This design comes from an exercise in tuning for small area on the open sky130 flow, not from production work. In this exercise RTL edits were held to simulation tests only and were not proved equivalent to the original. Power is estimated from default activity; no workload was simulated.

File: design/flow/design.v
module ee354_debouncer(CLK, RESET, PB, SCEN);
  input  CLK, RESET, PB;
  output SCEN;
  localparam [2:0]
    INI   = 3'd2,
    W84   = 3'd3,
    WS    = 3'd5,
    MCEN  = 3'd4,
    CCEN  = 3'd7,
    MCONT = 3'd6,
    CCR   = 3'd0,
    WFCR  = 3'd1;
  reg       scen;       
  reg [2:0] st;         
  localparam [7:0] CNT_INV = 8'h55;
  localparam [2:0] MC_INV  = 3'd5;
  reg  [7:0] cnt_q;
  reg  [2:0] mc_q;
  wire [7:0] cnt = cnt_q ^ CNT_INV;    
  wire [2:0] mc  = mc_q ^ MC_INV;      
  assign SCEN = scen;
  wire t8   = cnt[7];
  wire t128 = cnt[7] & cnt[5] & cnt[4] & cnt[2] & cnt[1];
  always @(posedge CLK or posedge RESET) begin
    if (RESET) begin
      scen <= 1'b0;
      st   <= INI;
    end else if (scen) begin
      scen <= 1'b0;
      st   <= WS;
    end else begin
      case (st)
        INI:   if (PB) st <= W84;
        W84:   if (!PB) st <= INI;
               else if (t8) begin scen <= 1'b1; st <= INI; end
        WS:    if (!PB) st <= CCR;
               else if (t128) st <= MCEN;
        MCEN:  st <= CCEN;
        CCEN:  if (!PB) st <= CCR;
               else if (t128) st <= (mc == 3'd0) ? MCONT : MCEN;
        MCONT: if (!PB) st <= CCR;
        CCR:   st <= WFCR;
        WFCR:  if (PB) st <= WS;
               else if (t8) st <= INI;
      endcase
    end
  end
  wire clr_cnt = scen | (st == INI) | (st == MCEN) | (st == CCR);
  wire clr_mc  = !scen & ((st == INI) | (st == CCR));
  wire inc_mc  = scen | (st == MCEN);
  always @(posedge CLK) begin
    if (clr_cnt) cnt_q <= CNT_INV;
    else         cnt_q <= {cnt[6:0], ~(cnt[7] ^ cnt[4])} ^ CNT_INV;
    if (clr_mc)      mc_q <= MC_INV;
    else if (inc_mc) mc_q <= (mc + 3'd1) ^ MC_INV;
  end
endmodule
module mastermind_core(
    input  wire        Clk,
    input  wire        Reset,
    input  wire [11:0] correct_answer,
    input  wire [2:0]  current_color,
    input  wire        confirm_color,
    input  wire        check_guess,
    input  wire        BtnL,
    input  wire        BtnR,
    output reg  [1:0]  index,
    output reg  [2:0]  guess_num,
    output wire        q_Input,
    output wire        q_DoneC,
    output reg  [11:0] board,
    output reg  [59:0] frozen
);
    localparam [2:0] START = 3'b000, INPUT = 3'b001, CHECK = 3'b010,
                     DONEC = 3'b100, DONENC = 3'b110;
    reg [2:0]  state;
    reg [11:0] target;
    reg        pv;         
    reg [1:0]  pcol;       
    reg [2:0]  pcolor;     
    assign q_Input = state[0];
    assign q_DoneC = state[2] & ~state[1];
    wire is_start = (state == START);
    wire is_check = (state == CHECK);
    reg [11:0] current_guess;
    integer j;
    always @* begin
        current_guess = board;
        for (j = 0; j < 4; j = j + 1)
            if (pv && pcol == j)
                current_guess[j*3 +: 3] = pcolor;
    end
    wire all_filled =
        current_guess[ 2:0] != 3'd0 &&
        current_guess[ 5:3] != 3'd0 &&
        current_guess[ 8:6] != 3'd0 &&
        current_guess[11:9] != 3'd0;
    wire match  = (current_guess == target);
    wire commit = is_check && !match && guess_num != 3'd5;
    always @(posedge Clk or posedge Reset) begin
        if (Reset) begin
            state     <= START;
            guess_num <= 3'd0;
            board     <= 12'd0;
            pv        <= 1'b0;
        end else begin
            case (state)
              START:  state <= INPUT;
              INPUT:  if (check_guess && all_filled) state <= CHECK;
              CHECK:  if (match) state <= DONEC;
                      else if (guess_num == 3'd5) state <= DONENC;
                      else state <= INPUT;
              DONEC:  ;
              DONENC: ;
              default: state <= START;
            endcase
            if (commit) guess_num <= guess_num + 3'd1;
            board <= (is_start || commit) ? 12'd0 : current_guess;
            pv    <= q_Input && confirm_color;
        end
    end
    integer k;
    always @(posedge Clk) begin
        pcol   <= index;
        pcolor <= current_color;
        if (is_start) begin
            index  <= 2'd0;
            target <= correct_answer;
        end else if (q_Input) begin
            if (BtnR && index != 2'b11)
              index <= index + 2'd1;
            else if (BtnL && index != 2'b00)
              index <= index - 2'd1;
        end
        for (k = 0; k < 5; k = k + 1)
            if (commit && guess_num == k)
                frozen[k*12 +: 12] <= current_guess;
    end
endmodule
module mastermind_vga (
    input             clk,
    input             bright,
    input       [9:0] hc,
    input       [9:0] vc,
    input      [59:0] frozen,
    input      [11:0] board,
    input       [2:0] guess_num,
    input             q_Input,
    input       [1:0] cursor_index,
    input       [2:0] current_color,
    input             q_DoneC,
    output reg        r, g, b
);
  wire [1:0] col = hc[7:6];
  wire [5:0] hx  = hc[5:0];
  wire [2:0] row = vc[8:6];
  wire [5:0] dy  = vc[5:0];
  wire in_x = hc[9] & ~hc[8] & (hc[7:3] != 5'd0) & (hc[7:3] != 5'd31);
  wire in_y = vc[9] & (row < 3'd5 || (row == 3'd5 && dy < 6'd48));
  wire in_grid = in_x & in_y;
  reg       on_line;
  reg [4:0] half;       
  always @* begin
    on_line = 1'b0; half = 5'd0;
    case (dy)
      6'd8: begin on_line = 1'b1; half = 5'd0; end
      6'd9: begin on_line = 1'b1; half = 5'd5; end
      6'd10: begin on_line = 1'b1; half = 5'd7; end
      6'd11: begin on_line = 1'b1; half = 5'd9; end
      6'd12: begin on_line = 1'b1; half = 5'd10; end
      6'd13: begin on_line = 1'b1; half = 5'd11; end
      6'd14: begin on_line = 1'b1; half = 5'd12; end
      6'd15: begin on_line = 1'b1; half = 5'd13; end
      6'd16: begin on_line = 1'b1; half = 5'd13; end
      6'd17: begin on_line = 1'b1; half = 5'd14; end
      6'd18: begin on_line = 1'b1; half = 5'd14; end
      6'd19: begin on_line = 1'b1; half = 5'd15; end
      6'd20: begin on_line = 1'b1; half = 5'd15; end
      6'd21: begin on_line = 1'b1; half = 5'd15; end
      6'd22: begin on_line = 1'b1; half = 5'd15; end
      6'd23: begin on_line = 1'b1; half = 5'd15; end
      6'd24: begin on_line = 1'b1; half = 5'd16; end
      6'd25: begin on_line = 1'b1; half = 5'd15; end
      6'd26: begin on_line = 1'b1; half = 5'd15; end
      6'd27: begin on_line = 1'b1; half = 5'd15; end
      6'd28: begin on_line = 1'b1; half = 5'd15; end
      6'd29: begin on_line = 1'b1; half = 5'd15; end
      6'd30: begin on_line = 1'b1; half = 5'd14; end
      6'd31: begin on_line = 1'b1; half = 5'd14; end
      6'd32: begin on_line = 1'b1; half = 5'd13; end
      6'd33: begin on_line = 1'b1; half = 5'd13; end
      6'd34: begin on_line = 1'b1; half = 5'd12; end
      6'd35: begin on_line = 1'b1; half = 5'd11; end
      6'd36: begin on_line = 1'b1; half = 5'd10; end
      6'd37: begin on_line = 1'b1; half = 5'd9; end
      6'd38: begin on_line = 1'b1; half = 5'd7; end
      6'd39: begin on_line = 1'b1; half = 5'd5; end
      6'd40: begin on_line = 1'b1; half = 5'd0; end
      default: ;
    endcase
  end
  wire       sx = hx[5];
  wire [4:0] fx = sx ? hx[4:0] : ~hx[4:0];
  reg lt, eq;
  integer i;
  always @* begin
    lt = 1'b0; eq = 1'b1;
    for (i = 4; i >= 0; i = i - 1) begin
      lt = lt | (eq & ~fx[i] & half[i]);
      eq = eq & ~(fx[i] ^ half[i]);
    end
  end
  wire circ = on_line & (lt | (sx & eq));
  wire [71:0] rows  = {board, frozen};
  wire [2:0]  row_s = (row == guess_num) ? 3'd5 : row;    
  wire [11:0] row_w = rows[row_s*12 +: 12];
  wire [2:0]  peg   = (row <= guess_num) ? row_w[col*3 +: 3] : 3'd0;
  wire active = q_Input && (row == guess_num);
  wire cursor = active && (col == cursor_index);
  wire border = (hx < 6'd10) || (hx >= 6'd54) || (dy < 6'd2) || (dy >= 6'd46);
  reg [2:0] c;
  always @* begin
    if (circ && peg != 3'd0)  c = peg;
    else if (circ && cursor)  c = current_color;
    else                      c = 3'd0;
  end
  wire cr = (c == 3'd4) || (c == 3'd5) || (c == 3'd6);
  wire cg = (c == 3'd2) || (c == 3'd3) || (c == 3'd5);
  wire cb = (c == 3'd1) || (c == 3'd3) || (c == 3'd6);
  wire white = active && border;
  always @(posedge clk) begin
    r <= bright & ~q_DoneC & in_grid & (cr | white);
    g <= bright & (q_DoneC | (in_grid & (cg | white)));
    b <= bright & ~q_DoneC & in_grid & (cb | white);
  end
endmodule
module display_controller(
  input            clk,
  input            reset,
  output           hSync, vSync,
  output           bright,
  output reg [9:0] hc,
  output reg [9:0] vc
);
  localparam [9:0] H0 = 10'd220, V0 = 10'd462;
  wire h_end = (hc == 10'd1019);    
  wire v_end = (vc == 10'd986);     
  always @(posedge clk or posedge reset) begin
    if (reset) begin
      hc <= H0;
      vc <= V0;
    end else if (!h_end) begin
      hc <= hc + 10'd1;
    end else begin
      hc <= H0;
      vc <= v_end ? V0 : vc + 10'd1;
    end
  end
  assign hSync = (hc < 10'd316);    
  assign vSync = (vc < 10'd464);    
  assign bright = (hc >= 10'd365) && (hc <= 10'd1004) &&    
                  (vc >= 10'd497) && (vc <= 10'd977);      
endmodule
`timescale 1ns / 1ps
module ee354_mastermind_top_A7(
    input  wire       ClkPort,
    input  wire       Reset,
    input  wire       BtnL, BtnU, BtnD, BtnR, BtnC,
    input  wire       Sw5, Sw4, Sw3, Sw2, Sw1, Sw0,
    input  wire [11:0] Answer,
    output wire       hSync, vSync,
    output wire [3:0] vgaR, vgaG, vgaB
);
  wire sys_clk = ClkPort;
  wire reset_db;
  ee354_debouncer db_reset(
    .CLK(sys_clk), .RESET(Reset), .PB(BtnU), .SCEN(reset_db)
  );
  wire game_reset = reset_db | Reset;
  wire btn_reset  = BtnU | Reset;
  wire confirm_color, confirm_guess, left_db, right_db;
  ee354_debouncer db_color (
    .CLK(sys_clk), .RESET(btn_reset), .PB(BtnD), .SCEN(confirm_color)
  );
  ee354_debouncer db_guess (
    .CLK(sys_clk), .RESET(btn_reset), .PB(BtnC), .SCEN(confirm_guess)
  );
  ee354_debouncer db_right(
    .CLK(sys_clk), .RESET(btn_reset), .PB(BtnR), .SCEN(right_db)
  );
  ee354_debouncer db_left (
    .CLK(sys_clk), .RESET(btn_reset), .PB(BtnL), .SCEN(left_db)
  );
  wire [1:0]  cursor_index;
  wire [2:0]  guessNumber;
  wire        q_Input, q_DoneC;
  wire [11:0] board;
  wire [59:0] frozen;
  reg  [2:0]  current_color;
  always @(posedge sys_clk or posedge game_reset) begin
    if (game_reset)
      current_color <= 3'd0;
    else if (q_Input)
      case ({Sw5,Sw4,Sw3,Sw2,Sw1,Sw0})
        6'b000001: current_color <= 3'b001;
        6'b000010: current_color <= 3'b010;
        6'b000100: current_color <= 3'b011;
        6'b001000: current_color <= 3'b100;
        6'b010000: current_color <= 3'b101;
        6'b100000: current_color <= 3'b110;
        default:   current_color <= 3'b000;
      endcase
  end
  mastermind_core core_u(
    .Clk            (sys_clk),
    .Reset          (game_reset),
    .correct_answer (Answer),
    .current_color  (current_color),
    .confirm_color  (confirm_color),
    .check_guess    (confirm_guess),
    .BtnL           (left_db),
    .BtnR           (right_db),
    .index          (cursor_index),
    .guess_num      (guessNumber),
    .q_Input        (q_Input),
    .q_DoneC        (q_DoneC),
    .board            (board),
    .frozen         (frozen)
  );
  wire       bright;
  wire [9:0] hc, vc;
  display_controller dc(
    .clk    (sys_clk),
    .reset  (Reset),
    .hSync  (hSync),
    .vSync  (vSync),
    .bright (bright),
    .hc     (hc),
    .vc     (vc)
  );
  wire r, g, b;
  mastermind_vga mg_vga(
    .clk           (sys_clk),
    .bright        (bright),
    .hc            (hc),
    .vc            (vc),
    .frozen        (frozen),
    .board           (board),
    .guess_num     (guessNumber),
    .q_Input       (q_Input),
    .cursor_index  (cursor_index),
    .current_color (current_color),
    .q_DoneC       (q_DoneC),
    .r             (r),
    .g             (g),
    .b             (b)
  );
  assign vgaR = {4{r}};
  assign vgaG = {4{g}};
  assign vgaB = {4{b}};
endmodule
File: design/flow/flow/run.sh
#!/bin/bash
# Own layout flow: the standard flow (standard.sh) with these changes to
# how the layout is made:
#  - after the standard synthesis (unchanged), its combinational cells are
#    mapped again for area by ABC (remap.tcl); registers keep their
#    instances, names and cell types;
#  - ports are buffered with buf_1 instead of the resizer's default pick;
#  - CTS uses small clock buffers and inserts no dummy loads.
# Logs: flow_synth.log, flow_comb_cells.log, flow_remap.log, flow_layout.log
# in this folder, and
# the ORFS logs under orfs/logs.
set -euo pipefail
here=$(pwd)
res="$here/orfs/results/${FLOW_PLATFORM}/ee354_mastermind_top_A7/base"
bash standard.sh synth > "$here/flow_synth.log" 2>&1
cp "$res/1_2_yosys.v" "$here/standard_synth.v"
export LIB="$FLOW_HOME/platforms/sky130hd/lib/sky130_fd_sc_hd__tt_025C_1v80.lib"
export COMB_CELLS="$here/comb_cells.v"
yosys -c "$here/flow/comb_cells.tcl" > "$here/flow_comb_cells.log" 2>&1
NET_IN="$here/standard_synth.v" NET_OUT="$here/remapped.v" TOP="$FLOW_TOP" \
ABC_SCRIPT="$here/flow/area.abc" \
DONT_USE="sky130_fd_sc_hd__probe_p_8 sky130_fd_sc_hd__probec_p_8 sky130_fd_sc_hd__lpflow_*" \
  yosys -c "$here/flow/remap.tcl" > "$here/flow_remap.log" 2>&1
cp "$here/remapped.v" "$res/1_2_yosys.v"
rm -f "$res/1_synth.odb" "$res/1_synth.sdc"
export BUFFER_PORTS_ARGS="-buffer_cell sky130_fd_sc_hd__buf_1"
export CTS_ARGS="-sink_clustering_enable -repair_clock_nets -dont_use_dummy_load -sink_clustering_size 16 -buf_list {sky130_fd_sc_hd__clkbuf_8 sky130_fd_sc_hd__clkbuf_4}"
bash standard.sh > "$here/flow_layout.log" 2>&1
File: design/flow/flow/area.abc
strash; balance; rewrite; refactor; balance; rewrite; rewrite -z; balance; refactor -z; rewrite -z; balance; dch -f; amap; topo; dnsize
File: design/flow/flow/comb_cells.tcl
# Write Verilog models of the platform's combinational cells from their
# liberty functions (env: LIB, COMB_CELLS).
yosys read_liberty -ignore_miss_func $::env(LIB)
yosys delete sky130_fd_sc_hd__df* sky130_fd_sc_hd__edf* sky130_fd_sc_hd__sdf* sky130_fd_sc_hd__sedf* sky130_fd_sc_hd__dl* sky130_fd_sc_hd__conb_1 sky130_fd_sc_hd__lpflow* sky130_fd_sc_hd__probe* sky130_fd_sc_hd__ebuf* sky130_fd_sc_hd__einv*
yosys write_verilog -noattr $::env(COMB_CELLS)
File: design/flow/flow/remap.tcl
# Re-map the combinational logic of the standard synthesis netlist for area.
# Sequential cells stay as they are (same instances, names and cell types);
# every other cell is read as its liberty function and mapped again by ABC.
# env: LIB, NET_IN, NET_OUT, TOP, ABC_SCRIPT, DONT_USE, COMB_CELLS
#   COMB_CELLS: Verilog models of the combinational cells (written by
#   comb_cells.tcl from the liberty file)
yosys read_liberty -lib $::env(LIB)
yosys read_verilog -overwrite $::env(COMB_CELLS)
yosys read_verilog $::env(NET_IN)
yosys hierarchy -top $::env(TOP)
yosys flatten
yosys hierarchy -top $::env(TOP)
yosys delete t:\$scopeinfo
yosys techmap
yosys opt_clean -purge
set du {}
foreach c $::env(DONT_USE) { lappend du -dont_use $c }
yosys abc -script $::env(ABC_SCRIPT) -liberty $::env(LIB) {*}$du
yosys opt_clean -purge
yosys splitnets
yosys opt_clean -purge
yosys hilomap -singleton -hicell sky130_fd_sc_hd__conb_1 HI -locell sky130_fd_sc_hd__conb_1 LO
yosys insbuf -buf sky130_fd_sc_hd__buf_1 A X
yosys tee -o $::env(NET_OUT).stat stat -liberty $::env(LIB)
yosys write_verilog -noattr -nohex -nodec $::env(NET_OUT)
File: design/flow/standard.sh
#!/bin/bash
# synth_recipe.tcl (not shown) runs the flow's synth.tcl, then flattens the netlist and writes it again
# the make line also repeats each setting of config.mk as NAME=value (left out here)
make -C /OpenROAD-flow-scripts/flow DESIGN_CONFIG=/design/flow/config.mk WORK_HOME=/design/flow/orfs CLKGATE_MAP_FILE= SYNTH_SCRIPT=/design/flow/synth_recipe.tcl "${@:-finish}"
File: design/flow/config.mk
export PLATFORM = sky130hd
export DESIGN_NAME = ee354_mastermind_top_A7
export DESIGN_NICKNAME = ee354_mastermind_top_A7
export VERILOG_FILES = /design/flow/design.v
export SDC_FILE = /design/flow/constraint.sdc
export NUM_CORES = 4
export LEC_CHECK = 0
export CAP_MARGIN = 20
export CORE_MARGIN = 2
export CORE_UTILIZATION = 65
export PLACE_DENSITY = 0.8
export SLEW_MARGIN = 20
File: design/flow/constraint.sdc
create_clock -name core_clock -period 14.0 [get_ports {ClkPort}]
set_input_delay 2.8000 -clock core_clock [delete_from_list [all_inputs] [get_ports {ClkPort}]]
set_output_delay 2.8000 -clock core_clock [all_outputs]
set_load 0.01 [all_outputs]
==> flow_metrics.py, run 1 <==
metrics = {
    "clock_network": {
        "clockBufferDepth": 2,
        "clkTransAtPathRegs_ns": 0.10,
        "cts_buffers": 17,
        "cts_root_buffer": "clkbuf_8",
        "clkLatencyLatePin_ns": 0.47,
        "cts_resized": 0,
        "clock-sinks": 199,
        "cts_tree": "built",
        "cts_hold_buffers": 0,
        "postCtsSetupBuffers": 0,
        "htree_levels": 4,
    },
    "worst_setup_path": {
        "cp.arrival_ns": 1.85,
        "r2r-end": "core_u.frozen[3]$_DFFE_PP_",
        "r2r-start": "core_u.pv$_DFF_PP0_",
        "r2r_cells": 13,
        "cp-startpoint": "dc.hc[4]$_DFF_PP1_",
        "critPathMaxFanout": 5,
        "start_kind": "flip-flop",
        "endpoint": "hSync",
        "cp.required_ns": 11.20,
        "critical_path_class": "flip-flop to primary output",
        "cp-end-kind": "primary output",
        "ff2ff_setup_slack_ns": 9.56,
    },
    "floorplanning": {
        "die_area_mm2": 0.0142,
        "rows": 41,
        "fp.dieH_um": 119,
        "initial_core_util_pct": 67.2,
        "fp.dieW_um": 119,
        "fp.coreArea_mm2": 0.0128,
        "num_io_pins": 39,
    },
    "timing": {
        "fin_setup_tns_ns": 0,
        "rsz0062_at_grt": "false",
        "finalHoldViolations": 0,
        "worst_pin_slew_ns": 1.06,
        "min_period_over_period_pct": 33.2,
        "setup_ws_ns": 9.35,
        "slew_headroom_pct": 29.1,
        "slew_viol_final": 0,
        "setup_violations": 0,
        "fmax_mhz": 215,
        "fin_crit_ns": 4.65,
        "skew_ns": 0.0413,
    },
    "grt": {
        "grt_max_degree": 25,
        "grt_pass1_vias": 6607,
        "top_usage_layer": "met2",
        "grt_pass1_wl_um": 31300,
        "overflow": 0,
        "grt.total_usage_pct": 27.8,
        "grtUsageMet1_pct": 35.5,
        "grt.met2_usage_pct": 47.2,
        "grt.met3_usage_pct": 7.33,
        "antenna_found_initial": 0,
    },
    "synth": {
        "syn_area_mm2": 0.00859,
        "synth.avg_cell_area_um2": 9.64,
        "yosys_warnings": 5,
        "synthCells": 891,
        "synth_nets": 916,
    },
    "place": {
        "io_buffers": 38,
        "dp_slack_ns": 9.54,
        "gp_congestion": 0.968,
        "hpwl_um": 14100,
    },
    "power_and_ir_drop": {
        "power_density_mw_per_mm2": 142,
        "irDropWorstVdd_v": 0.000155,
        "p_leak_nw": 3.32,
    },
    "detailed_routing": {
        "drc_errors": 0,
        "ant_nets": 0,
        "via_per_inst": 6.19,
        "dr_total_vias": 6875,
        "drt_iter0_markers": 773,
        "firstDrtPassIters": 6,
        "wl_um": 19100,
        "routedWlPerCell_um": 17.2,
    },
    "cells_and_area": {
        "antenna_cells": 0,
        "area_growth_pct": 6.85,
        "drive_gt1_share_pct": 4.16,
        "final_nets": 965,
        "fin_util_pct": 71.8,
    },
    "run": {
        "cap_violations": 0,
    },
    "status": {
        "status": "no timing/DRC/antenna violations",
    },
    "hold_path": {
        "hold_path.class": "flip-flop to flip-flop",
    },
}
flip-flops by register name, indices dropped and copies added, names as in the netlist, 10 cells and up:
name,count
core_u.frozen,60
core_u.board,12
core_u.target,12
dc.hc,10
dc.vc,10
cells in the final DEF (no fill, tap or decap), types with 4 or more instances in the layout:
master / count
a211o_1: 4
nand2b_1: 7
nand4_1: 4
o31ai_1: 4
buf_4: 4
a211oi_1: 11
a21oi_1: 30
dfstp_2: 16
clkinv_1: 139
a22oi_1: 20
dfrtp_1: 46
dfxtp_1: 65
o311ai_0: 7
nand2_1: 51
nor3_1: 33
o221a_1: 7
o21a_1: 10
or2_0: 19
nor2_1: 161
o221ai_1: 7
a22o_1: 5
o22ai_1: 23
buf_1: 38
a31oi_1: 9
nand3_1: 10
a222oi_1: 7
a221oi_1: 6
clkbuf_8: 17
o32ai_1: 9
o22a_1: 5
edfxtp_1: 72
nor4_1: 11
o21ai_0: 49
worst max-delay path, cell delays in order (launching register included):
cell and delay, ns:
dfstp_2 0.58, clkinv_1 0.09, nor2_1 0.18, nand2_1 0.12
o21ai_0 0.16, a21oi_1 0.11, buf_1 0.14
worst min-delay path by stage:
stage | startpoint | cells after the start | slack, ns | to
finish | db_reset.cnt_q[3]$_SDFF_PP0_ | 1 | 0.38 | db_reset.cnt_q[4]$_SDFF_PP1_
global route | db_color.cnt_q[3]$_SDFF_PP0_ | 1 | 0.38 | db_color.cnt_q[4]$_SDFF_PP1_
CTS | db_reset.cnt_q[3]$_SDFF_PP0_ | 1 | 0.38 | db_reset.cnt_q[4]$_SDFF_PP1_
global placement | db_guess.cnt_q[3]$_SDFF_PP0_ | 1 | 0.36 | db_guess.cnt_q[4]$_SDFF_PP1_
floorplan | current_color[0]$_DFFE_PP0P_ | 0 | 0.35 | core_u.pcolor[0]$_DFF_P_
detailed placement | db_left.cnt_q[3]$_SDFF_PP0_ | 1 | 0.37 | db_left.cnt_q[4]$_SDFF_PP1_
cell type report:
class,instances,area (um^2)
clock buffer,17,234
fill,935,3600
inverter,139,522
multi-input combinational,541,3000
sequential,199,5030
tap,172,215
timing repair buffer,42,173
power breakdown:
| group | leakage (nW) | switching [mW] | total (mW) | internal, mW |
|---|---|---|---|---|
| logic | 1.18 | 0.170 | 0.273 | 0.103 |
| clock network | 0.122 | 0.165 | 0.273 | 0.108 |
| registers | 2.01 | 0.0663 | 0.761 | 0.695 |
layer usage:
| layer | wire, um | vias up |
|---|---|---|
| met3 | 1430 | 33 |
| met4 | 354 | 0 |
| met1 | 7920 | 3249 |
| li1 | - | 3266 |
| met5 | 0 | - |
| met2 | 9370 | 327 |
stage by stage:
stage / cells / hold slack [ns] / power (mW) / instance area [um^2]
finish: 1110 / 0.377 / 1.31 / 9180
global route: 1110 / 0.376 / 1.38 / 9180
CTS: 1110 / 0.380 / 1.31 / 9170
detailed placement: 1093 / 0.367 / 1.04 / 8940
global placement: 1093 / 0.358 / 1.01 / 8930
floorplan: 891 / 0.354 / 0.961 / 8590
==> run 2: changes to the inputs <==
==> design/flow/flow/run.sh (replaced) <==
#!/bin/bash
# Own layout flow: the standard flow (standard.sh) with these changes to
# how the layout is made:
#  - after the standard synthesis (unchanged), its combinational cells are
#    mapped again for area by ABC (remap.tcl) with each of the scripts
#    area*.abc, and the smallest result is kept; registers keep their
#    instances, names and cell types;
#  - ports are buffered with buf_1 instead of the resizer's default pick;
#  - CTS uses small clock buffers and inserts no dummy loads.
# Logs (in this folder): flow_synth.log, flow_comb_cells.log,
# flow_remap_<script>.log, flow_layout.log; the ORFS logs are under orfs/logs.
set -euo pipefail
here=$(pwd)
res="$here/orfs/results/${FLOW_PLATFORM}/ee354_mastermind_top_A7/base"
bash standard.sh synth > "$here/flow_synth.log" 2>&1
cp "$res/1_2_yosys.v" "$here/standard_synth.v"
export LIB="$FLOW_HOME/platforms/sky130hd/lib/sky130_fd_sc_hd__tt_025C_1v80.lib"
export COMB_CELLS="$here/comb_cells.v"
yosys -c "$here/flow/comb_cells.tcl" > "$here/flow_comb_cells.log" 2>&1
best=""; best_area=""
for s in "$here"/flow/area*.abc; do
  n=$(basename "$s" .abc)
  NET_IN="$here/standard_synth.v" NET_OUT="$here/remapped_$n.v" TOP="$FLOW_TOP" \
  ABC_SCRIPT="$s" \
  DONT_USE="sky130_fd_sc_hd__probe_p_8 sky130_fd_sc_hd__probec_p_8 sky130_fd_sc_hd__lpflow_*" \
    yosys -c "$here/flow/remap.tcl" > "$here/flow_remap_$n.log" 2>&1
  a=$(awk '/Chip area/ {print $NF}' "$here/remapped_$n.v.stat" | tail -1)
  echo "$n: $a" >> "$here/flow_remap_choice.log"
  if [[ -z "$best" ]] || awk -v a="$a" -v b="$best_area" 'BEGIN {exit !(a < b)}'; then
    best="$n"; best_area="$a"
  fi
done
echo "kept $best ($best_area)" >> "$here/flow_remap_choice.log"
cp "$here/remapped_$best.v" "$res/1_2_yosys.v"
rm -f "$res/1_synth.odb" "$res/1_synth.sdc"
export BUFFER_PORTS_ARGS="-buffer_cell sky130_fd_sc_hd__buf_1"
export CTS_ARGS="-sink_clustering_enable -repair_clock_nets -dont_use_dummy_load -sink_clustering_size 10 -sink_clustering_max_diameter 50 -buf_list {sky130_fd_sc_hd__clkbuf_8 sky130_fd_sc_hd__clkbuf_4} -sink_clustering_buffer sky130_fd_sc_hd__clkbuf_4"
bash standard.sh > "$here/flow_layout.log" 2>&1
==> design/flow/flow/area1.abc (new file) <==
strash; balance; rewrite; refactor; balance; rewrite; rewrite -z; balance; refactor -z; rewrite -z; balance; dch -f; amap; topo; dnsize
==> design/flow/flow/area2.abc (new file) <==
strash; balance -l; resub -K 6 -l; rewrite -l; resub -K 6 -N 2 -l; refactor -l; resub -K 8 -l; balance -l; resub -K 8 -N 2 -l; rewrite -l; resub -K 10 -l; rewrite -z -l; resub -K 10 -N 2 -l; balance -l; resub -K 12 -l; refactor -z -l; resub -K 12 -N 2 -l; rewrite -z -l; balance -l; dch -f; amap; topo; dnsize
==> design/flow/flow/area3.abc (new file) <==
strash; balance -l; resub -K 6 -l; rewrite -l; resub -K 6 -N 2 -l; refactor -l; resub -K 8 -l; balance -l; resub -K 8 -N 2 -l; rewrite -l; resub -K 10 -l; rewrite -z -l; resub -K 10 -N 2 -l; balance -l; resub -K 12 -l; refactor -z -l; resub -K 12 -N 2 -l; rewrite -z -l; balance -l; strash; balance -l; resub -K 6 -l; rewrite -l; resub -K 6 -N 2 -l; refactor -l; resub -K 8 -l; balance -l; resub -K 8 -N 2 -l; rewrite -l; resub -K 10 -l; rewrite -z -l; resub -K 10 -N 2 -l; balance -l; resub -K 12 -l; refactor -z -l; resub -K 12 -N 2 -l; rewrite -z -l; balance -l; dch -f; amap; topo; dnsize
==> design/flow/flow/area4.abc (new file) <==
strash; balance; rewrite; refactor; balance; rewrite; rewrite -z; balance; refactor -z; rewrite -z; balance; strash; balance; rewrite; refactor; balance; rewrite; rewrite -z; balance; refactor -z; rewrite -z; balance; dch -f; amap; topo; dnsize
removed: design/flow/flow/area.abc
==> run 2 against run 1 <==
Effect of this change: die area is 0.55% lower; sequential power is essentially flat; critical path depth down 2; sequential share of layout area is 0.26 points higher; non-clock buffer count is 1 higher; hold slack worse by 0.0057 ns; global-route usage grew 0.51 points; synthesized cell count fell by 0.90%; fmax decreased by 7.9%; clock skew decreased by 0.015 ns; clock power is essentially flat; area after synthesis is 0.57% lower; largest power group unchanged.
==> flow_metrics.py, run 2 <==
metrics = {
    "hold_path": {
        "hold_path.class": "flip-flop to flip-flop",
    },
    "place": {
        "dpl_cell_area_mm2": 0.00890,
        "dp_slack_ns": 9.41,
        "hpwl_um": 14200,
        "gp_congestion": 0.911,
        "dp_cells": 1086,
        "io_buffers": 38,
    },
    "power_and_ir_drop": {
        "switchingPower_uw": 408,
        "p_int_uw": 905,
        "power_frac_clock_pct": 20.9,
        "combPwrFrac_pct": 21.3,
        "power_frac_seq_pct": 57.9,
        "p_sw_share_pct": 31.0,
        "p_total_mw": 1.31,
        "power_density_mw_per_mm2": 144,
        "irDropWorstVdd_v": 0.000138,
        "p_leak_nw": 3.26,
    },
    "cells_and_area": {
        "drive_gt1_share_pct": 4.30,
        "final_nets": 958,
        "regMostFlops": "core_u.frozen",
        "multi_input_area_mm2": 0.00296,
        "area_growth_pct": 6.94,
        "largest_reg_flops": 60,
        "fin_util_pct": 71.8,
        "final_common_cell": "nor2_1",
        "n_fill_cell": 946,
        "final_cell_mix": "nor2_1 (150), clkinv_1 (135), edfxtp_1 (72)",
        "register_area_mm2": 0.00503,
        "stdcell_count": 1103,
        "final_cell_area_mm2": 0.00913,
        "antenna_cells": 0,
        "reg_top3": "core_u.frozen: 60 flops, core_u.board: 12 flops, core_u.target: 12 flops",
    },
    "worst_setup_path": {
        "cp-end-kind": "primary output",
        "cp_cell_sequence": "nor2_1 -> o21ai_0 -> a21oi_1 -> buf_1",
        "max_stage_delay_ns": 0.74,
        "cp.required_ns": 11.20,
        "critical_path.slowest_cell": "nor2_1",
        "critical_path_class": "flip-flop to primary output",
        "start_kind": "flip-flop",
        "crit_buf_inv": 1,
        "cpLargestDelayFamily": "simple AND/OR/NAND/NOR gates",
        "critPathMaxFanout": 12,
        "cp.arrival_ns": 2.25,
    },
    "synth": {
        "synth_nets": 908,
        "synth.avg_cell_area_um2": 9.67,
        "synthCells": 883,
        "syn_area_mm2": 0.00854,
        "yosys_warnings": 5,
    },
    "clock_network": {
        "cts_hold_buffers": 0,
        "cts_buffers": 17,
        "clockBufferDepth": 2,
        "clkLatencyLatePin_ns": 0.46,
        "postCtsSetupBuffers": 0,
        "cts_resized": 0,
        "htree_levels": 4,
        "cts_tree": "built",
        "cts_root_buffer": "clkbuf_8",
        "clock-sinks": 199,
        "clkTransAtPathRegs_ns": 0.09,
    },
    "timing": {
        "worst_pin_slew_ns": 1.07,
        "setup_ws_ns": 8.95,
        "fin_setup_tns_ns": 0,
        "setup_violations": 0,
        "fmax_mhz": 198,
        "finalHoldViolations": 0,
        "min_period_over_period_pct": 36.1,
        "slew_viol_final": 0,
        "fin_crit_ns": 5.05,
        "rsz0062_at_grt": "false",
        "slew_headroom_pct": 28.2,
        "skew_ns": 0.0264,
        "hold_slack_ns": 0.371,
    },
    "grt": {
        "grt_max_degree": 26,
        "antenna_found_initial": 0,
        "grt_pass1_vias": 6512,
        "grt_pass1_wl_um": 31600,
        "grt.total_usage_pct": 28.3,
        "overflow": 0,
    },
    "floorplanning": {
        "fp.dieH_um": 119,
        "fp.dieW_um": 119,
        "die_area_mm2": 0.0141,
        "fp.coreArea_mm2": 0.0127,
        "initial_core_util_pct": 67.1,
        "num_io_pins": 39,
        "rows": 41,
    },
    "detailed_routing": {
        "dr_total_vias": 6835,
        "firstDrtPassIters": 6,
        "ant_nets": 0,
        "via_per_inst": 6.20,
        "wl_um": 18900,
        "drt_iter0_markers": 871,
        "drc_errors": 0,
        "routedWlPerCell_um": 17.1,
    },
    "run": {
        "cap_violations": 0,
    },
    "status": {
        "status": "no timing/DRC/antenna violations",
    },
}
run 2: cell types whose count changed in the layout (fill, tap and decap cells not counted), sizes merged, moves of 3 or more:
cell / delta
a21oi: +10
o21ai: +3
a221o: -3
nor2: -11
a22oi: +5
o221ai: +3
nor3: -4
o31ai: -3
clkinv: -4
nand2: +3
o311ai: -3
o22ai: +4
run 2: final cells by class:
cell class	count	area share, %
Clock buffer	17	2.56
Inverter	135	5.55
Multi-Input combinational cell	537	32.4
Sequential cell	199	55.1
Tap cell	172	2.36
Timing Repair Buffer	43	2.01
run 2: power by group through the flow:
stage               sequential, mW  clock (mW)  combinational [mW]
CTS                          0.759       0.276               0.277
global route                 0.771       0.299               0.316
finish                       0.760       0.274               0.279
global placement             0.765           0               0.254
detailed placement           0.771           0               0.276
floorplan                    0.752           0               0.212
run 2: path summary, 6_finish.rpt:
kind / startpoint / to / slack [ns] / cells past startpoint
setup / recovery: dc.hc[7]$_DFF_PP1_ / hSync / 8.95 / 4
min in group asynchronous: db_reset.scen$_DFF_PP0_ / core_u.state[2]$_DFFE_PP0P_ / 0.50 / 1
max in group asynchronous: Reset / core_u.board[1]$_DFF_PP0_ / 10.96 / 3
hold / removal: current_color[2]$_DFFE_PP0P_ / core_u.pcolor[2]$_DFF_P_ / 0.37 / 0
setup reg to reg: dc.hc[6]$_DFF_PP1_ / dc.vc[9]$_DFFE_PP0P_ / 9.77 / 14
hold reg to reg: current_color[2]$_DFFE_PP0P_ / core_u.pcolor[2]$_DFF_P_ / 0.37 / 0
run 2: layer usage:
| metal | global-route usage (%) | wire length [um] | vias up |
|---|---|---|---|
| li1 | - | - | 3256 |
| met1 | 37.2 | 7980 | 3212 |
| met2 | 46.8 | 9200 | 329 |
| met3 | 6.37 | 1340 | 38 |
| met4 | 9.08 | 365 | 0 |
| met5 | 0 | 0 | - |
==> run 3: changes to the inputs <==
==> design/flow/flow/run.sh (replaced) <==
#!/bin/bash
# Own layout flow: the standard flow (standard.sh) with these changes to
# how the layout is made:
#  - after the standard synthesis (unchanged), its combinational cells are
#    mapped again for area by ABC (remap.tcl).  Each pass maps the best
#    netlist so far with each script area*.abc and keeps the smallest result;
#    passes repeat while they improve (at most 6).  Registers keep their
#    instances, names and cell types; each pass is an exact re-mapping of the
#    same logic;
#  - ports are buffered with buf_1 instead of the resizer's default pick;
#  - CTS uses small clock buffers and inserts no dummy loads.
# Logs (in this folder): flow_synth.log, flow_comb_cells.log,
# flow_remap_<pass>_<script>.log, flow_remap_choice.log, flow_layout.log;
# the ORFS logs are under orfs/logs.
set -euo pipefail
here=$(pwd)
res="$here/orfs/results/${FLOW_PLATFORM}/ee354_mastermind_top_A7/base"
bash standard.sh synth > "$here/flow_synth.log" 2>&1
cp "$res/1_2_yosys.v" "$here/standard_synth.v"
export LIB="$FLOW_HOME/platforms/sky130hd/lib/sky130_fd_sc_hd__tt_025C_1v80.lib"
export COMB_CELLS="$here/comb_cells.v"
yosys -c "$here/flow/comb_cells.tcl" > "$here/flow_comb_cells.log" 2>&1
mkdir -p "$here/remap"
cur="$here/standard_synth.v"; cur_area=""
for pass in 1 2 3 4 5 6; do
  pbest=""; parea=""
  for s in "$here"/flow/area*.abc; do
    n="p${pass}_$(basename "$s" .abc)"
    NET_IN="$cur" NET_OUT="$here/remap/$n.v" TOP="$FLOW_TOP" ABC_SCRIPT="$s" \
    DONT_USE="sky130_fd_sc_hd__probe_p_8 sky130_fd_sc_hd__probec_p_8 sky130_fd_sc_hd__lpflow_*" \
      yosys -c "$here/flow/remap.tcl" > "$here/flow_remap_$n.log" 2>&1
    a=$(awk '/Chip area/ {print $NF}' "$here/remap/$n.v.stat" | tail -1)
    echo "$n: $a" >> "$here/flow_remap_choice.log"
    if [[ -z "$pbest" ]] || awk -v a="$a" -v b="$parea" 'BEGIN {exit !(a < b)}'; then
      pbest="$n"; parea="$a"
    fi
  done
  if [[ -n "$cur_area" ]] && ! awk -v a="$parea" -v b="$cur_area" 'BEGIN {exit !(a < b)}'; then
    break
  fi
  cur="$here/remap/$pbest.v"; cur_area="$parea"
  echo "pass $pass: kept $pbest ($parea)" >> "$here/flow_remap_choice.log"
done
cp "$cur" "$here/remapped.v"
cp "$cur" "$res/1_2_yosys.v"
rm -f "$res/1_synth.odb" "$res/1_synth.sdc"
export BUFFER_PORTS_ARGS="-buffer_cell sky130_fd_sc_hd__buf_1"
export CTS_ARGS="-sink_clustering_enable -repair_clock_nets -dont_use_dummy_load -sink_clustering_size 16 -buf_list {sky130_fd_sc_hd__clkbuf_8 sky130_fd_sc_hd__clkbuf_4}"
bash standard.sh > "$here/flow_layout.log" 2>&1
==> design/flow/flow/area5.abc (new file) <==
strash; balance -l; resub -K 6 -l; rewrite -l; resub -K 6 -N 2 -l; refactor -l; resub -K 8 -l; balance -l; resub -K 8 -N 2 -l; rewrite -l; resub -K 10 -l; rewrite -z -l; resub -K 10 -N 2 -l; balance -l; resub -K 12 -l; refactor -z -l; resub -K 12 -N 2 -l; rewrite -z -l; balance -l; &get -n; &st; &dch -f; &nf -R 1000; &put; topo; dnsize
==> design/flow/flow/area6.abc (new file) <==
strash; balance -l; resub -K 6 -l; rewrite -l; resub -K 6 -N 2 -l; refactor -l; resub -K 8 -l; balance -l; resub -K 8 -N 2 -l; rewrite -l; resub -K 10 -l; rewrite -z -l; resub -K 10 -N 2 -l; balance -l; resub -K 12 -l; refactor -z -l; resub -K 12 -N 2 -l; rewrite -z -l; balance -l; strash; balance -l; resub -K 6 -l; rewrite -l; resub -K 6 -N 2 -l; refactor -l; resub -K 8 -l; balance -l; resub -K 8 -N 2 -l; rewrite -l; resub -K 10 -l; rewrite -z -l; resub -K 10 -N 2 -l; balance -l; resub -K 12 -l; refactor -z -l; resub -K 12 -N 2 -l; rewrite -z -l; balance -l; &get -n; &st; &dch -f; &nf -R 1000; &put; topo; dnsize
==> design/flow/flow/area7.abc (new file) <==
strash; balance -l; resub -K 6 -l; rewrite -l; resub -K 6 -N 2 -l; refactor -l; resub -K 8 -l; balance -l; resub -K 8 -N 2 -l; rewrite -l; resub -K 10 -l; rewrite -z -l; resub -K 10 -N 2 -l; balance -l; resub -K 12 -l; refactor -z -l; resub -K 12 -N 2 -l; rewrite -z -l; balance -l; &get -n; &st; &dc2; &dch -f; &nf -R 1000; &put; topo; dnsize
==> design/flow/flow/area8.abc (new file) <==
strash; balance -l; resub -K 6 -l; rewrite -l; resub -K 6 -N 2 -l; refactor -l; resub -K 8 -l; balance -l; resub -K 8 -N 2 -l; rewrite -l; resub -K 10 -l; rewrite -z -l; resub -K 10 -N 2 -l; balance -l; resub -K 12 -l; refactor -z -l; resub -K 12 -N 2 -l; rewrite -z -l; balance -l; dch -f; amap; topo; dnsize; strash; strash; balance -l; resub -K 6 -l; rewrite -l; resub -K 6 -N 2 -l; refactor -l; resub -K 8 -l; balance -l; resub -K 8 -N 2 -l; rewrite -l; resub -K 10 -l; rewrite -z -l; resub -K 10 -N 2 -l; balance -l; resub -K 12 -l; refactor -z -l; resub -K 12 -N 2 -l; rewrite -z -l; balance -l; &get -n; &st; &dch -f; &nf -R 1000; &put; topo; dnsize
==> run 3 against run 2 <==
Effect of this change: routed wire length up 2.5%; sequential power grew 6.4%; combinational power rose by 22%; clock skew is 0.0086 ns higher; final cell count is 1.5% lower; area after synthesis is 2.1% lower; register-to-register slack better by 0.05 ns; sequential cell count is the same; largest power group unchanged.
==> flow_metrics.py, run 3 <==
metrics = {
    "status": {
        "status": "no timing/DRC/antenna violations",
    },
    "cells_and_area": {
        "final_cell_mix": "nor2_1 (149), clkinv_1 (120), edfxtp_1 (72)",
        "largest_reg_flops": 60,
        "stdcell_count": 1087,
        "regMostFlops": "core_u.frozen",
        "reg_top3": "core_u.frozen: 60 flops, core_u.board: 12 flops, core_u.target: 12 flops",
        "drive_gt1_share_pct": 4.59,
        "final_cell_area_mm2": 0.00896,
        "area_growth_pct": 7.23,
        "antenna_cells": 0,
        "final_nets": 942,
        "n_fill_cell": 927,
        "final_common_cell": "nor2_1",
    },
    "floorplanning": {
        "initial_core_util_pct": 66.5,
        "fp.dieH_um": 117,
        "die_area_mm2": 0.0138,
        "fp.dieW_um": 117,
        "num_io_pins": 39,
        "rows": 41,
        "fp.coreArea_mm2": 0.0126,
    },
    "power_and_ir_drop": {
        "p_total_mw": 1.42,
        "p_leak_nw": 3.19,
        "power_density_mw_per_mm2": 159,
        "irDropWorstVdd_v": 0.000131,
    },
    "grt": {
        "grtUsageMet1_pct": 39.0,
        "grt_pass1_wl_um": 31800,
        "top_usage_layer": "met2",
        "grt.met2_usage_pct": 47.7,
        "grt.total_usage_pct": 28.9,
        "antenna_found_initial": 0,
        "overflow": 0,
        "grt_pass1_vias": 6528,
        "grt.met3_usage_pct": 5.89,
        "grt_max_degree": 25,
    },
    "clock_network": {
        "postCtsSetupBuffers": 0,
        "cts_tree": "built",
        "cts_hold_buffers": 0,
        "clock-sinks": 199,
        "cts_buffers": 17,
        "htree_levels": 4,
        "clkTransAtPathRegs_ns": 0.10,
        "clkLatencyLatePin_ns": 0.47,
        "cts_resized": 0,
        "cts_root_buffer": "clkbuf_8",
        "clockBufferDepth": 2,
    },
    "worst_setup_path": {
        "critPathMaxFanout": 11,
        "ff2ff_setup_slack_ns": 9.82,
        "r2r_cells": 14,
        "start_kind": "flip-flop",
        "critical_path.slowest_cell": "nor2_1",
        "cpLargestDelayFamily": "simple AND/OR/NAND/NOR gates",
        "cp.arrival_ns": 2.13,
        "max_stage_delay_ns": 0.66,
        "cp_cell_sequence": "nor2_1 -> o21ai_0 -> a31oi_1 -> buf_1",
        "r2r-start": "core_u.pcol[0]$_DFF_P_",
        "critical_path_class": "flip-flop to primary output",
        "r2r-end": "core_u.frozen[41]$_DFFE_PP_",
        "cp.required_ns": 11.20,
        "crit_buf_inv": 1,
        "cp-end-kind": "primary output",
    },
    "timing": {
        "fmax_mhz": 203,
        "rsz0062_at_grt": "false",
        "fin_setup_tns_ns": 0,
        "slew_viol_final": 0,
        "min_period_over_period_pct": 35.2,
        "fin_crit_ns": 4.93,
        "setup_ws_ns": 9.07,
        "worst_pin_slew_ns": 0.972,
        "skew_ns": 0.0350,
        "setup_violations": 0,
        "finalHoldViolations": 0,
        "slew_headroom_pct": 34.9,
    },
    "detailed_routing": {
        "via_per_inst": 6.31,
        "drt_iter0_markers": 944,
        "routedWlPerCell_um": 17.8,
        "wl_um": 19400,
        "drc_errors": 0,
        "ant_nets": 0,
        "dr_total_vias": 6862,
        "firstDrtPassIters": 10,
    },
    "place": {
        "dp_slack_ns": 9.58,
        "gp_congestion": 1.02,
        "io_buffers": 38,
        "dp_cells": 1070,
        "dpl_cell_area_mm2": 0.00873,
        "hpwl_um": 14100,
    },
    "synth": {
        "synth.avg_cell_area_um2": 9.65,
        "synthCells": 866,
        "syn_area_mm2": 0.00836,
        "synth_nets": 891,
        "yosys_warnings": 5,
    },
    "hold_path": {
        "whs_endpoint": "db_guess.cnt_q[4]$_SDFF_PP1_",
        "hold_path.class": "flip-flop to flip-flop",
        "whs_path_depth": 1,
        "hp-start": "db_guess.cnt_q[3]$_SDFF_PP0_",
    },
    "run": {
        "cap_violations": 0,
    },
}
[run 3: layout make-up]
type / instances / area [um^2] / area share (%)
clock buffers: 17 / 234 / 2.61
multi-input cells: 535 / 2840 / 31.7
repair buffers: 44 / 188 / 2.09
flip-flops and latches: 199 / 5030 / 56.2
inverters: 120 / 450 / 5.02
well taps: 172 / 215 / 2.40
[run 3: how the worst max path moves through the flow]
stage | cells past startpoint | end | start
global placement | 4 | hSync | dc.hc[6]$_DFF_PP1_
floorplan | 1 | core_u.board[0]$_DFF_PP0_ | Reset
finish | 4 | hSync | dc.hc[6]$_DFF_PP1_
global route | 4 | hSync | dc.hc[6]$_DFF_PP1_
CTS | 4 | hSync | dc.hc[6]$_DFF_PP1_
detailed placement | 4 | hSync | dc.hc[6]$_DFF_PP1_
[run 3: worst register-to-register path, stage by stage, from the launching register on]
cell and delay (ns):
dfxtp_1 0.36, clkinv_1 0.09, nor3_1 0.39, clkinv_1 0.20, o22ai_1 0.34, o21ai_0 0.17, nor4_1 0.30, nand3_1 0.11
nor4_1 0.42, o41ai_1 0.16, nor2_1 0.19, nand3_1 0.15, nor2_1 0.20, nand2_1 0.14, nor2_2 0.59
[run 3: per-layer routing]
metal  part of all wire [%]  routed length (um)
met3                    9.3                1800
met2                     48                9330
met4                    2.1                 410
met1                     40                7810
met5                      0                   0
[run 3: stage by stage]
stage	utilization (%)	hold slack, ns
2_1_floorplan	-	0.343
3_3_place_gp	69.4	0.345
3_5_place_dp	69.4	0.348
4_1_cts	71.3	0.350
5_1_grt	71.3	0.358
6_report	71.3	0.345
[run 3: where the power goes]
group | switching (mW) | leakage [nW] | internal (mW)
Clock | 0.165 | 0.122 | 0.108
Sequential | 0.0834 | 1.93 | 0.726
Combinational | 0.224 | 1.14 | 0.117
==> run 4: changes to the inputs <==
--- a/design/flow/design.v
+++ b/design/flow/design.v
@@ -4,18 +4,14 @@
   localparam [2:0]
-    INI   = 3'd2,
-    W84   = 3'd3,
-    WS    = 3'd5,
-    MCEN  = 3'd4,
-    CCEN  = 3'd7,
-    MCONT = 3'd6,
-    CCR   = 3'd0,
-    WFCR  = 3'd1;
+    INI   = 3'd7,
+    W84   = 3'd4,
+    WS    = 3'd2,
+    MCEN  = 3'd0,
+    CCEN  = 3'd3,
+    MCONT = 3'd1,
+    CCR   = 3'd5,
+    WFCR  = 3'd6;
   reg       scen;       
   reg [2:0] st;         
-  localparam [7:0] CNT_INV = 8'h55;
-  localparam [2:0] MC_INV  = 3'd5;
-  reg  [7:0] cnt_q;
-  reg  [2:0] mc_q;
-  wire [7:0] cnt = cnt_q ^ CNT_INV;    
-  wire [2:0] mc  = mc_q ^ MC_INV;      
+  reg [7:0] cnt;        
+  reg [2:0] mc;         
   assign SCEN = scen;
@@ -51,6 +47,6 @@
   always @(posedge CLK) begin
-    if (clr_cnt) cnt_q <= CNT_INV;
-    else         cnt_q <= {cnt[6:0], ~(cnt[7] ^ cnt[4])} ^ CNT_INV;
-    if (clr_mc)      mc_q <= MC_INV;
-    else if (inc_mc) mc_q <= (mc + 3'd1) ^ MC_INV;
+    if (clr_cnt) cnt <= 8'd0;
+    else         cnt <= {cnt[6:0], ~(cnt[7] ^ cnt[4])};
+    if (clr_mc)      mc <= 3'd0;
+    else if (inc_mc) mc <= mc + 3'd1;
   end
@@ -213,6 +209,14 @@
   wire circ = on_line & (lt | (sx & eq));
-  wire [71:0] rows  = {board, frozen};
-  wire [2:0]  row_s = (row == guess_num) ? 3'd5 : row;    
-  wire [11:0] row_w = rows[row_s*12 +: 12];
-  wire [2:0]  peg   = (row <= guess_num) ? row_w[col*3 +: 3] : 3'd0;
+  wire [3:0] cs = 4'b1 << col;
+  wire [7:0] rs = 8'b1 << row;
+  reg  [2:0] peg;
+  integer j, k;
+  always @* begin
+    peg = 3'd0;
+    for (j = 0; j < 5; j = j + 1)
+      for (k = 0; k < 4; k = k + 1)
+        peg = peg | ({3{rs[j] & cs[k] & (j < guess_num)}} & frozen[j*12 + k*3 +: 3]);
+    for (k = 0; k < 4; k = k + 1)
+      peg = peg | ({3{(row == guess_num) & cs[k]}} & board[k*3 +: 3]);
+  end
   wire active = q_Input && (row == guess_num);
==> run 4 against run 3 <==
Effect of this change: critical path depth rose by 2; non-clock buffer count rose by 1; still clean; critical endpoint is now vSync; via count fell by 0.77%; utilization rose by 0.30 points; sequential cell count did not move; die area rose by 0.78%; combinational power rose by 18%; clock skew fell by 0.0084 ns.
==> flow_metrics.py, run 4 <==
metrics = {
    "detailed_routing": {
        "via_per_inst": 6.27,
        "drt_iter0_markers": 766,
        "wl_um": 18500,
        "firstDrtPassIters": 6,
        "ant_nets": 0,
        "routedWlPerCell_um": 17.1,
        "dr_total_vias": 6809,
        "drc_errors": 0,
    },
    "clock_network": {
        "cts_resized": 0,
        "clkTransAtPathRegs_ns": 0.09,
        "cts_tree": "built",
        "cts_root_buffer": "clkbuf_8",
        "clock-sinks": 199,
        "postCtsSetupBuffers": 0,
        "clockBufferDepth": 2,
        "htree_levels": 4,
        "clkLatencyLatePin_ns": 0.45,
        "cts_hold_buffers": 0,
        "cts_buffers": 17,
    },
    "cells_and_area": {
        "fin_util_pct": 71.6,
        "n_fill_cell": 967,
        "final_common_cell": "nor2_1",
        "drive_gt1_share_pct": 5.80,
        "largest_reg_flops": 60,
        "stdcell_count": 1086,
        "final_nets": 941,
        "reg_top3": "core_u.frozen: 60 flops, core_u.board: 12 flops, core_u.target: 12 flops",
        "antenna_cells": 0,
        "final_cell_mix": "nor2_1 (145), clkinv_1 (132), edfxtp_1 (72)",
        "regMostFlops": "core_u.frozen",
        "area_growth_pct": 7.26,
    },
    "power_and_ir_drop": {
        "switchingPower_uw": 501,
        "p_sw_share_pct": 33.6,
        "power_frac_clock_pct": 18.0,
        "p_leak_nw": 3.15,
        "power_density_mw_per_mm2": 165,
        "irDropWorstVdd_v": 0.000118,
        "p_int_uw": 990,
        "power_frac_seq_pct": 54.9,
        "combPwrFrac_pct": 27.1,
    },
    "place": {
        "gp_congestion": 1.03,
        "dp_cells": 1069,
        "hpwl_um": 13800,
        "io_buffers": 38,
        "dp_slack_ns": 9.78,
    },
    "synth": {
        "synth_nets": 889,
        "synth.avg_cell_area_um2": 9.75,
        "yosys_warnings": 5,
        "syn_area_mm2": 0.00843,
        "synthCells": 864,
    },
    "worst_setup_path": {
        "cp_cell_sequence": "nand2_1 -> nor2_1 -> clkinv_1 -> nor2_1 -> nor2_1 -> buf_1",
        "critical_path.slowest_cell": "dfstp_2",
        "max_stage_delay_ns": 0.60,
        "critPathMaxFanout": 8,
        "crit_top_cell": "nor2_1",
        "cp.required_ns": 11.20,
        "start_kind": "flip-flop",
        "cp.arrival_ns": 1.92,
        "critical_path_class": "flip-flop to primary output",
        "cp-end-kind": "primary output",
    },
    "floorplanning": {
        "initial_core_util_pct": 66.8,
        "fp.dieW_um": 118,
        "die_area_mm2": 0.0139,
        "fp.coreArea_mm2": 0.0126,
        "fp.dieH_um": 118,
        "rows": 41,
        "num_io_pins": 39,
    },
    "grt": {
        "grt.total_usage_pct": 28.0,
        "overflow": 0,
        "grt_max_degree": 25,
        "grt_pass1_wl_um": 31300,
        "grt_pass1_vias": 6735,
        "antenna_found_initial": 0,
    },
    "timing": {
        "min_period_over_period_pct": 33.7,
        "setup_violations": 0,
        "fin_setup_tns_ns": 0,
        "fin_crit_ns": 4.72,
        "worst_pin_slew_ns": 1.02,
        "fmax_mhz": 212,
        "rsz0062_at_grt": "false",
        "setup_ws_ns": 9.28,
        "slew_viol_final": 0,
        "finalHoldViolations": 0,
        "slew_headroom_pct": 31.9,
        "skew_ns": 0.0266,
    },
    "status": {
        "status": "no timing/DRC/antenna violations",
    },
    "run": {
        "cap_violations": 0,
    },
    "hold_path": {
        "hold_path.class": "flip-flop to flip-flop",
    },
}
## run 4: path summary, 6_finish.rpt
check | start | end | slack, ns | depth (start not counted)
max | dc.vc[7]$_DFFE_PP1P_ | vSync | 9.28 | 6
min | current_color[2]$_DFFE_PP0P_ | core_u.pcolor[2]$_DFF_P_ | 0.39 | 0
max reg2reg | dc.vc[8]$_DFFE_PP1P_ | mg_vga.g$_DFF_P_ | 9.82 | 17
min reg2reg | current_color[2]$_DFFE_PP0P_ | core_u.pcolor[2]$_DFF_P_ | 0.39 | 0
max in group asynchronous | Reset | core_u.guess_num[1]$_DFFE_PP0P_ | 11.04 | 2
min in group asynchronous | db_reset.scen$_DFF_PP0_ | core_u.state[2]$_DFFE_PP0P_ | 0.50 | 1
## run 4: area by class of cell
cell class / instances / area (um^2) / area share, %
Sequential cell: 199 / 5050 / 55.8
Multi-Input combinational cell: 521 / 2850 / 31.6
Inverter: 132 / 495 / 5.48
Clock buffer: 17 / 234 / 2.59
Tap cell: 172 / 215 / 2.38
Timing Repair Buffer: 45 / 195 / 2.16
## run 4: power by group through the flow
stage | logic [mW] | registers, mW | clock network [mW]
after floorplan | 0.300 | 0.805 | 0
after global placement | 0.365 | 0.819 | 0
after detailed placement | 0.399 | 0.826 | 0
after CTS | 0.400 | 0.816 | 0.276
after global routing | 0.458 | 0.831 | 0.297
final | 0.404 | 0.818 | 0.269
## run 4: worst max-delay path, delay by kind of cell (launching register included)
kind          cells  cell delay [ns]
flops             1             0.60
buf+inv           2             0.26
simple gates      4             0.62
## run 4: routing by layer
metal / global-route usage (%) / share of wire, % / up-vias
li1: - / - / 3182
met4: 9.34 / 2.1 / 0
met3: 5.72 / 7.4 / 48
met5: 0 / 0 / -
met2: 47.9 / 50 / 314
met1: 35.9 / 41 / 3265
## run 4: per-stage QoR
step	hold slack (ns)	cell area [um^2]	power [mW]
final	0.387	9040	1.49
after global routing	0.400	9040	1.59
after CTS	0.390	9030	1.49
after detailed placement	0.363	8800	1.23
after global placement	0.364	8800	1.18
after floorplan	0.354	8430	1.10
==> run 5: changes to the inputs <==
--- a/design/flow/design.v
+++ b/design/flow/design.v
@@ -4,14 +4,18 @@
   localparam [2:0]
-    INI   = 3'd7,
-    W84   = 3'd4,
-    WS    = 3'd2,
-    MCEN  = 3'd0,
-    CCEN  = 3'd3,
-    MCONT = 3'd1,
-    CCR   = 3'd5,
-    WFCR  = 3'd6;
+    INI   = 3'd2,
+    W84   = 3'd3,
+    WS    = 3'd5,
+    MCEN  = 3'd4,
+    CCEN  = 3'd7,
+    MCONT = 3'd6,
+    CCR   = 3'd0,
+    WFCR  = 3'd1;
   reg       scen;       
   reg [2:0] st;         
-  reg [7:0] cnt;        
-  reg [2:0] mc;         
+  localparam [7:0] CNT_INV = 8'h55;
+  localparam [2:0] MC_INV  = 3'd5;
+  reg  [7:0] cnt_q;
+  reg  [2:0] mc_q;
+  wire [7:0] cnt = cnt_q ^ CNT_INV;    
+  wire [2:0] mc  = mc_q ^ MC_INV;      
   assign SCEN = scen;
@@ -47,6 +51,6 @@
   always @(posedge CLK) begin
-    if (clr_cnt) cnt <= 8'd0;
-    else         cnt <= {cnt[6:0], ~(cnt[7] ^ cnt[4])};
-    if (clr_mc)      mc <= 3'd0;
-    else if (inc_mc) mc <= mc + 3'd1;
+    if (clr_cnt) cnt_q <= CNT_INV;
+    else         cnt_q <= {cnt[6:0], ~(cnt[7] ^ cnt[4])} ^ CNT_INV;
+    if (clr_mc)      mc_q <= MC_INV;
+    else if (inc_mc) mc_q <= (mc + 3'd1) ^ MC_INV;
   end
@@ -209,14 +213,6 @@
   wire circ = on_line & (lt | (sx & eq));
-  wire [3:0] cs = 4'b1 << col;
-  wire [7:0] rs = 8'b1 << row;
-  reg  [2:0] peg;
-  integer j, k;
-  always @* begin
-    peg = 3'd0;
-    for (j = 0; j < 5; j = j + 1)
-      for (k = 0; k < 4; k = k + 1)
-        peg = peg | ({3{rs[j] & cs[k] & (j < guess_num)}} & frozen[j*12 + k*3 +: 3]);
-    for (k = 0; k < 4; k = k + 1)
-      peg = peg | ({3{(row == guess_num) & cs[k]}} & board[k*3 +: 3]);
-  end
+  wire [71:0] rows  = {board, frozen};
+  wire [2:0]  row_s = (row == guess_num) ? 3'd5 : row;    
+  wire [11:0] row_w = rows[row_s*12 +: 12];
+  wire [2:0]  peg   = (row <= guess_num) ? row_w[col*3 +: 3] : 3'd0;
   wire active = q_Input && (row == guess_num);
--- a/design/flow/flow/run.sh
+++ b/design/flow/flow/run.sh
@@ -5,6 +5,6 @@
 #    mapped again for area by ABC (remap.tcl).  Each pass maps the best
-#    netlist so far with each script area*.abc and keeps the smallest result;
-#    passes repeat while they improve (at most 6).  Registers keep their
-#    instances, names and cell types; each pass is an exact re-mapping of the
-#    same logic;
+#    netlist so far with every script area*.abc and deep*.abc (up to 4 at a
+#    time) and keeps the smallest result; passes repeat while they improve
+#    (at most 5).  Registers keep their instances, names and cell types;
+#    each pass is an exact re-mapping of the same logic;
 #  - ports are buffered with buf_1 instead of the resizer's default pick;
@@ -12,3 +12,3 @@
 # Logs (in this folder): flow_synth.log, flow_comb_cells.log,
-# flow_remap_<pass>_<script>.log, flow_remap_choice.log, flow_layout.log;
+# remap/<pass>_<script>.log, flow_remap_choice.log, flow_layout.log;
 # the ORFS logs are under orfs/logs.
@@ -21,18 +21,29 @@
 export COMB_CELLS="$here/comb_cells.v"
+export TOP="$FLOW_TOP"
+export DONT_USE="sky130_fd_sc_hd__probe_p_8 sky130_fd_sc_hd__probec_p_8 sky130_fd_sc_hd__lpflow_*"
 yosys -c "$here/flow/comb_cells.tcl" > "$here/flow_comb_cells.log" 2>&1
 mkdir -p "$here/remap"
+remap_one() {  # remap_one INPUT SCRIPT NAME
+  NET_IN="$1" ABC_SCRIPT="$2" NET_OUT="$here/remap/$3.v" \
+    yosys -c "$here/flow/remap.tcl" > "$here/remap/$3.log" 2>&1 || true
+}
 cur="$here/standard_synth.v"; cur_area=""
-for pass in 1 2 3 4 5 6; do
+for pass in 1 2 3 4 5; do
+  n=0
+  for s in "$here"/flow/area*.abc "$here"/flow/deep*.abc; do
+    remap_one "$cur" "$s" "p${pass}_$(basename "$s" .abc)" &
+    n=$((n + 1))
+    if (( n % 4 == 0 )); then wait; fi
+  done
+  wait
   pbest=""; parea=""
-  for s in "$here"/flow/area*.abc; do
-    n="p${pass}_$(basename "$s" .abc)"
-    NET_IN="$cur" NET_OUT="$here/remap/$n.v" TOP="$FLOW_TOP" ABC_SCRIPT="$s" \
-    DONT_USE="sky130_fd_sc_hd__probe_p_8 sky130_fd_sc_hd__probec_p_8 sky130_fd_sc_hd__lpflow_*" \
-      yosys -c "$here/flow/remap.tcl" > "$here/flow_remap_$n.log" 2>&1
-    a=$(awk '/Chip area/ {print $NF}' "$here/remap/$n.v.stat" | tail -1)
-    echo "$n: $a" >> "$here/flow_remap_choice.log"
+  for st in "$here"/remap/p${pass}_*.v.stat; do
+    a=$(awk '/Chip area/ {print $NF}' "$st" | tail -1)
+    [[ -n "$a" && -s "${st%.stat}" ]] || continue
+    echo "$(basename "${st%.v.stat}"): $a" >> "$here/flow_remap_choice.log"
     if [[ -z "$pbest" ]] || awk -v a="$a" -v b="$parea" 'BEGIN {exit !(a < b)}'; then
-      pbest="$n"; parea="$a"
+      pbest="$(basename "${st%.v.stat}")"; parea="$a"
     fi
   done
+  if [[ -z "$pbest" ]]; then break; fi
   if [[ -n "$cur_area" ]] && ! awk -v a="$parea" -v b="$cur_area" 'BEGIN {exit !(a < b)}'; then
==> design/flow/flow/deep1.abc (new file) <==
strash; &get -n; &deepsyn -T 20 -S 1; &put; &get -n; &st; &dch -f; &nf -R 1000; &put; topo; dnsize
==> design/flow/flow/deep2.abc (new file) <==
strash; &get -n; &deepsyn -T 20 -S 2; &put; &get -n; &st; &dch -f; &nf -R 1000; &put; topo; dnsize
==> design/flow/flow/deep3.abc (new file) <==
strash; &get -n; &deepsyn -T 20 -S 3; &put; &get -n; &st; &dch -f; &nf -R 1000; &put; topo; dnsize
==> design/flow/flow/deep4.abc (new file) <==
strash; &get -n; &deepsyn -T 20 -S 4; &put; &get -n; &st; &dch -f; &nf -R 1000; &put; topo; dnsize
==> design/flow/flow/deep5.abc (new file) <==
strash; &get -n; &deepsyn -T 20 -S 5; &put; dch -f; amap; topo; dnsize
==> design/flow/flow/deep6.abc (new file) <==
strash; &get -n; &deepsyn -T 20 -S 6; &put; dch -f; amap; topo; dnsize
==> run 5 against run 4 <==
Effect of this change: global-route usage decreased by 2.0 points; sequential power decreased by 6.6%; first-iteration DRC count decreased by 24%; die area decreased by 3.4%; sequential share of layout area increased by 1.8 points; clock skew decreased by 0.0051 ns; largest cell class unchanged; largest power group unchanged; highest routed layer unchanged.
==> flow_metrics.py, run 5 <==
metrics = {
    "floorplanning": {
        "fp.dieH_um": 116,
        "fp.coreArea_mm2": 0.0121,
        "fp.dieW_um": 116,
        "die_area_mm2": 0.0134,
        "initial_core_util_pct": 67.1,
        "rows": 40,
    },
    "run": {
        "cap_violations": 0,
    },
    "grt": {
        "overflow": 0,
        "grt.total_usage_pct": 26.0,
        "grt_pass1_wl_um": 26500,
        "grt_pass1_vias": 5486,
        "antenna_found_initial": 0,
        "grt_max_degree": 25,
    },
    "clock_network": {
        "clock-sinks": 199,
        "cts_tree": "built",
        "postCtsSetupBuffers": 0,
        "clkTransAtPathRegs_ns": 0.09,
        "clkLatencyLatePin_ns": 0.48,
        "cts_buffers": 17,
        "clockBufferDepth": 2,
        "cts_resized": 0,
        "htree_levels": 4,
        "cts_root_buffer": "clkbuf_8",
        "cts_hold_buffers": 0,
    },
    "worst_setup_path": {
        "critPathMaxFanout": 6,
        "critical_path_class": "flip-flop to primary output",
        "cp.arrival_ns": 1.52,
        "max_stage_delay_ns": 0.59,
        "crit_top_cell": "nor2_1",
        "start_kind": "flip-flop",
        "cp.required_ns": 11.20,
        "critical_path.slowest_cell": "dfstp_2",
        "cp-end-kind": "primary output",
    },
    "cells_and_area": {
        "final_cell_area_mm2": 0.00874,
        "n_fill_cell": 911,
        "regMostFlops": "core_u.frozen",
        "largest_reg_flops": 60,
        "final_nets": 851,
        "area_growth_pct": 7.45,
        "fin_util_pct": 72.1,
        "final_common_cell": "nor2_1",
        "antenna_cells": 0,
        "final_cell_mix": "nor2_1 (116), nand2_1 (89), edfxtp_1 (72)",
    },
    "power_and_ir_drop": {
        "power_density_mw_per_mm2": 141,
        "p_leak_nw": 3.35,
        "irDropWorstVdd_v": 0.000124,
    },
    "timing": {
        "skew_ns": 0.0216,
        "slew_viol_final": 0,
        "slew_headroom_pct": 33.3,
        "fin_setup_tns_ns": 0,
        "min_period_over_period_pct": 30.9,
        "worst_pin_slew_ns": 0.998,
        "fin_crit_ns": 4.32,
        "setup_violations": 0,
        "fmax_mhz": 231,
        "rsz0062_at_grt": "false",
    },
    "place": {
        "gp_congestion": 0.900,
        "io_buffers": 38,
        "hpwl_um": 11800,
    },
    "detailed_routing": {
        "drc_errors": 0,
        "drt_iter0_markers": 580,
        "via_per_inst": 6.00,
        "firstDrtPassIters": 6,
        "wl_um": 16300,
        "routedWlPerCell_um": 16.5,
    },
    "hold_path": {
        "hold_path.class": "flip-flop to flip-flop",
    },
    "synth": {
        "synth.avg_cell_area_um2": 10.5,
        "syn_area_mm2": 0.00813,
        "synth_nets": 800,
        "yosys_warnings": 5,
    },
    "status": {
        "status": "no timing/DRC/antenna violations",
    },
}
==> run 5: per-stage QoR <==
stage / setup WS [ns] / hold slack [ns] / instances
2_1_floorplan: 10.05 / 0.343 / 775
3_3_place_gp: 10.07 / 0.347 / 975
3_5_place_dp: 9.88 / 0.352 / 975
4_1_cts: 9.65 / 0.377 / 992
5_1_grt: 9.32 / 0.389 / 992
6_report: 9.68 / 0.370 / 992
==> run 5: metal layers <==
layer | track usage, % | share of wire [%]
met1 | 34.6 | 44
met2 | 41.3 | 48
met3 | 6.69 | 5.5
met4 | 10.8 | 2.4
met5 | 0 | 0
==> run 5: cell type report <==
cell class	instances	area [um^2]	area share, %
sequential	199	5030	57.6
multi-input combinational	537	2970	34.0
clock buffer	17	234	2.68
tap	168	210	2.41
timing repair buffer	44	188	2.15
inverter	27	101	1.16
==> run 5: report_power, final <==
| group | internal [mW] | leakage (nW) | switching, mW | total [mW] |
|---|---|---|---|---|
| Clock | 0.107 | 0.122 | 0.163 | 0.270 |
| Sequential | 0.690 | 1.98 | 0.0744 | 0.764 |
| Combinational | 0.0799 | 1.25 | 0.120 | 0.200 |
| Total | 0.877 | 3.35 | 0.357 | 1.23 |
==> run 5: path summary, 6_finish.rpt <==
path,from,end,slack [ns],depth (start not counted)
max,dc.vc[6]$_DFFE_PP1P_,vSync,9.68,4
min,db_reset.cnt_q[3]$_SDFF_PP0_,db_reset.cnt_q[4]$_SDFF_PP1_,0.37,1
max reg2reg,core_u.pv$_DFF_PP0_,core_u.frozen[42]$_DFFE_PP_,9.78,12
min reg2reg,db_reset.cnt_q[3]$_SDFF_PP0_,db_reset.cnt_q[4]$_SDFF_PP1_,0.37,1
max in group asynchronous,Reset,core_u.board[3]$_DFF_PP0_,11.07,2
min in group asynchronous,db_reset.scen$_DFF_PP0_,current_color[2]$_DFFE_PP0P_,0.56,1
==> run 5: critical path, delay by kind of cell, from the launching register on <==
kind / cells / cell delay, ns
flops: 1 / 0.59
buf+inv: 1 / 0.13
simple gates: 3 / 0.34

Re-timed with assumed drivers on the ports (clkbuf_16 on the clock, buf_2 on other inputs), run 5 has 9.638 ns of setup slack against 9.676 ns with ideal ports, and 9.777 ns once port delays also move by the mid clock arrival of 0.502 ns.
